This is an optimization exercise on Yosys and OpenROAD, whose aim is small area, a short achievable clock period and few clock cycles, not a production implementation. At most, simulation tests tie the RTL to the original design; equivalence was not proved. Power figures rest on the tool's default switching activity, not on a simulated workload.

Setup of run A:
Design SimpleCPU, start of the top module:
module SimpleCPU(clk,rst,wrEn,data_fromRAM,addr_toRAM,data_toRAM,pCounter);
parameter SIZE = 13;
input clk,rst;
input wire [15:0] data_fromRAM;
output reg wrEn;
output reg [15:0] data_toRAM;
output reg [SIZE-1:0] addr_toRAM;
output reg [SIZE-1:0] pCounter;
localparam OP_ADD = 3'd0, OP_NAND = 3'd1, OP_SRL = 3'd2, OP_LT = 3'd3,
           OP_BZ = 3'd4, OP_CP2W = 3'd5, OP_CPFW = 3'd6, OP_MUL = 3'd7;
localparam S_F = 3'd0, S_I = 3'd1, S_E = 3'd2, S_D = 3'd3, S_M = 3'd4;
localparam MR = 2;  
reg [2:0] state, stateNxt;
reg [2:0] op, opNxt;
reg [15:0] W, WNxt;
reg [15:0] opnd, acc;
reg [12:0] pcNxt;
wire [15:0] d = data_fromRAM;
wire [2:0] dOp = d[15:13];
wire dZero = ~|d[12:0];
wire wNZ = |W;
wire [12:0] pcInc = pCounter + 13'd1;
wire isLT = (op == OP_LT);
wire [15:0] addA, addB;
wire addC;
wire [16:0] sum = {1'b0, addA} + {1'b0, addB} + {16'd0, addC};
wire [3:0] sh = d[3:0];
wire shLeft = d[4];
wire shZero = (|d[15:5]) | (shLeft & ~|sh);
wire [15:0] shIn, shOut, shRes;
genvar k;
generate for (k = 0; k < 16; k = k + 1) begin : rev
    assign shIn[k] = shLeft ? W[15-k] : W[k];
    assign shRes[k] = shLeft ? shOut[15-k] : shOut[k];
end endgenerate
assign shOut = shIn >> sh;
wire inM = (state == S_M);
wire [15:0] mB = opnd;
wire [15:0] mAcc = acc;
wire [15:0] pp0 = W & {16{mB[0]}};
wire [15:0] pp1 = {W[14:0], 1'b0} & {16{mB[1]}};
wire [15:0] csS = mAcc ^ pp0 ^ pp1;
wire [15:0] csC = (mAcc & pp0) | (mAcc & pp1) | (pp0 & pp1);
assign addA = inM ? csS : W;
assign addB = inM ? {csC[14:0], 1'b0} : d ^ {16{isLT}};
assign addC = ~inM & isLT;
wire [15:0] mSum = sum[15:0];
wire [15:0] mBRest = mB >> MR;
wire [15:0] mWRest = W << MR;
wire mDone = ~|mBRest | ~|mWRest;
reg [15:0] alu;
always @(*) begin
    case (op)
        OP_ADD:  alu = sum[15:0];
        OP_NAND: alu = ~(W & d);
        OP_SRL:  alu = shZero ? 16'd0 : shRes;
        OP_LT:   alu = {15'd0, ~sum[16]};
        default: alu = d;
    endcase
end
always @(*) begin
    stateNxt = state;
    opNxt = op;
    WNxt = W;
  ...
==> module SimpleCPU, before the edit <==
module SimpleCPU(clk,rst,wrEn,data_fromRAM,addr_toRAM,data_toRAM,pCounter);
parameter SIZE = 13;
input clk,rst;
input wire [15:0] data_fromRAM;
output reg wrEn;
output reg [15:0] data_toRAM;
output reg [SIZE-1:0] addr_toRAM;
output reg [SIZE-1:0] pCounter;
localparam OP_ADD = 3'd0, OP_NAND = 3'd1, OP_SRL = 3'd2, OP_LT = 3'd3,
           OP_BZ = 3'd4, OP_CP2W = 3'd5, OP_CPFW = 3'd6, OP_MUL = 3'd7;
localparam S_F = 3'd0, S_I = 3'd1, S_E = 3'd2, S_D = 3'd3, S_M = 3'd4;
localparam MR = 2;  
reg [2:0] state, stateNxt;
reg [2:0] op, opNxt;
reg [15:0] W, WNxt;
reg [15:0] opnd, acc;
reg [12:0] pcNxt;
wire [15:0] d = data_fromRAM;
wire [2:0] dOp = d[15:13];
wire dZero = ~|d[12:0];
wire wNZ = |W;
wire [12:0] pcInc = pCounter + 13'd1;
wire isLT = (op == OP_LT);
wire [15:0] addA, addB;
wire addC;
wire [16:0] sum = {1'b0, addA} + {1'b0, addB} + {16'd0, addC};
wire [3:0] sh = d[3:0];
wire shLeft = d[4];
wire shZero = (|d[15:5]) | (shLeft & ~|sh);
wire [15:0] shIn, shOut, shRes;
genvar k;
generate for (k = 0; k < 16; k = k + 1) begin : rev
    assign shIn[k] = shLeft ? W[15-k] : W[k];
    assign shRes[k] = shLeft ? shOut[15-k] : shOut[k];
end endgenerate
assign shOut = shIn >> sh;
wire inM = (state == S_M);
wire [15:0] mB = opnd;
wire [15:0] mAcc = acc;
wire [15:0] pp0 = W & {16{mB[0]}};
wire [15:0] pp1 = {W[14:0], 1'b0} & {16{mB[1]}};
wire [15:0] csS = mAcc ^ pp0 ^ pp1;
wire [15:0] csC = (mAcc & pp0) | (mAcc & pp1) | (pp0 & pp1);
assign addA = inM ? csS : W;
assign addB = inM ? {csC[14:0], 1'b0} : d ^ {16{isLT}};
assign addC = ~inM & isLT;
wire [15:0] mSum = sum[15:0];
wire [15:0] mBRest = mB >> MR;
wire [15:0] mWRest = W << MR;
wire mDone = ~|mBRest | ~|mWRest;
reg [15:0] alu;
always @(*) begin
    case (op)
        OP_ADD:  alu = sum[15:0];
        OP_NAND: alu = ~(W & d);
        OP_SRL:  alu = shZero ? 16'd0 : shRes;
        OP_LT:   alu = {15'd0, ~sum[16]};
        default: alu = d;
    endcase
end
always @(*) begin
    stateNxt = state;
    opNxt = op;
    WNxt = W;
    pcNxt = pCounter;
    wrEn = 1'b0;
    data_toRAM = W;
    addr_toRAM = pcInc;
    case (state)
        S_F: begin
            opNxt = dOp;
            if (dOp == OP_BZ && wNZ) begin
                pcNxt = pcInc;
            end else begin
                addr_toRAM = {d[12:3], d[2] | dZero, d[1:0]};
                if (dZero)
                    stateNxt = S_I;
                else if (dOp == OP_CPFW) begin
                    wrEn = 1'b1;
                    pcNxt = pcInc;
                    stateNxt = S_D;
                end else
                    stateNxt = S_E;
            end
        end
        S_I: begin
            addr_toRAM = d[12:0];
            if (op == OP_CPFW) begin
                wrEn = 1'b1;
                pcNxt = pcInc;
                stateNxt = S_D;
            end else
                stateNxt = S_E;
        end
        S_E: begin
            if (op == OP_BZ) begin
                addr_toRAM = d[12:0];
                pcNxt = d[12:0];
                stateNxt = S_F;
            end else if (op == OP_MUL) begin
                stateNxt = S_M;
            end else begin
                WNxt = alu;
                pcNxt = pcInc;
                stateNxt = S_F;
            end
        end
        S_M: begin
            if (mDone) begin
                WNxt = mSum;
                pcNxt = pcInc;
                stateNxt = S_F;
            end else
                WNxt = mWRest;
        end
        default: begin  
            addr_toRAM = pCounter;
            stateNxt = S_F;
        end
    endcase
    if (rst) begin
        stateNxt = S_D;
        WNxt = 16'd0;
        pcNxt = 13'd0;
    end
end
always @(posedge clk) begin
    state <= stateNxt;
    op <= opNxt;
    W <= WNxt;
    pCounter <= pcNxt;
    opnd <= inM ? mBRest : d;
    acc <= inM ? mSum : 16'd0;
end
endmodule
export LEC_CHECK = 0
export ABC_AREA = 1
export CAP_MARGIN = 20
export CORE_MARGIN = 2
export CORE_UTILIZATION = 40
export PLACE_DENSITY = 0.6
export SETUP_SLACK_MARGIN = 4.75
export SLEW_MARGIN = 20
create_clock -name core_clock -period 10.0 [get_ports {clk}]
standard.sh (not shown) runs the stock make flow with config.mk's settings and CLKGATE_MAP_FILE= SYNTH_SCRIPT=/design/flow/synth_recipe.tcl, a recipe that flattens the netlist after the stock synthesis.
==> flow/flow/run.sh <==
#!/bin/bash
# The standard layout (the standard.sh, standard synthesis unchanged), with
# buf_2 cells instead of the default port buffers; make's output goes to
# standard.log and each ORFS step logs under orfs/logs/.
export BUFFER_PORTS_ARGS="-buffer_cell sky130_fd_sc_hd__buf_2"
bash standard.sh > standard.log 2>&1
Run A | stages: all done | timing, DRC, antenna: all pass
Testbench counts of run A, summed over its fixed seeds: cycles 510,758.
## Diff of input files: run B against run A
diff --git a/flow/design.v b/flow/design.v
--- a/flow/design.v
+++ b/flow/design.v
@@ -10,5 +10,5 @@
            OP_BZ = 3'd4, OP_CP2W = 3'd5, OP_CPFW = 3'd6, OP_MUL = 3'd7;
 localparam S_F = 3'd0, S_I = 3'd1, S_E = 3'd2, S_D = 3'd3, S_M = 3'd4;
-localparam MR = 2;  
+localparam MR = 2;
 reg [2:0] state, stateNxt;
 reg [2:0] op, opNxt;
@@ -22,7 +22,5 @@
 wire [12:0] pcInc = pCounter + 13'd1;
 wire isLT = (op == OP_LT);
-wire [15:0] addA, addB;
-wire addC;
-wire [16:0] sum = {1'b0, addA} + {1'b0, addB} + {16'd0, addC};
+wire [16:0] sum = {1'b0, W} + {1'b0, d ^ {16{isLT}}} + {16'd0, isLT};
 wire [3:0] sh = d[3:0];
 wire shLeft = d[4];
@@ -38,12 +36,11 @@
 wire [15:0] mB = opnd;
 wire [15:0] mAcc = acc;
-wire [15:0] pp0 = W & {16{mB[0]}};
-wire [15:0] pp1 = {W[14:0], 1'b0} & {16{mB[1]}};
-wire [15:0] csS = mAcc ^ pp0 ^ pp1;
-wire [15:0] csC = (mAcc & pp0) | (mAcc & pp1) | (pp0 & pp1);
-assign addA = inM ? csS : W;
-assign addB = inM ? {csC[14:0], 1'b0} : d ^ {16{isLT}};
-assign addC = ~inM & isLT;
-wire [15:0] mSum = sum[15:0];
+reg [15:0] mSum;
+integer j;
+always @(*) begin
+    mSum = mAcc;
+    for (j = 0; j < MR; j = j + 1)
+        mSum = mSum + ((W << j) & {16{mB[j]}});
+end
 wire [15:0] mBRest = mB >> MR;
 wire [15:0] mWRest = W << MR;
Findings:
- The routed wire length reported for run B is greater than that of run A by about 10%.
- Changes observed in run B relative to run A: layout overhead on the synthesized area picked up an extra 0.59 points, final area shows an increase of 620 um^2, utilization held, static leakage went up by about 13%.
- Compared with run A, run B shows a higher clock buffer count.
- Summary of run B over run A: global-route wire length before repair went up; power share of the combinational group saw an increase.
For run B, only the layout was checked, not whether the RTL still works.

==> what the ideal ports hide <==
Ports are ideal in the flow. The routed layouts listed here were re-timed in OpenROAD. Step 1 sets driving cells, clkbuf_16 on the clock port and buf_2 on the other inputs (assumed; they add their load-dependent delay and slew). Step 2 also shifts input and output timing later by t, the mid clock arrival at the registers, as if the neighbouring blocks saw the same clock. Three values: no drivers, after step 1, after step 2; two values: the first two.
| run | t, ns | setup WS [ns] | hold slack, ns | worst setup path after step 2 | slew at the worst register clock pin (ns) |
|---|---|---|---|---|---|
| run A | 0.394 | 4.725 / 4.703 / 4.703 | 0.459 / 0.459 / 0.459 | input to output | 0.07 / 0.07 |
| run B | 0.389 | 4.795 / 4.749 / 4.749 | 0.466 / 0.466 / 0.466 | input to output | 0.07 / 0.07 |
After both steps every run listed still meets setup and hold. For run B, which loses most, drivers alone change the setup slack by -0.046 ns; drivers and shift together by -0.046 ns.
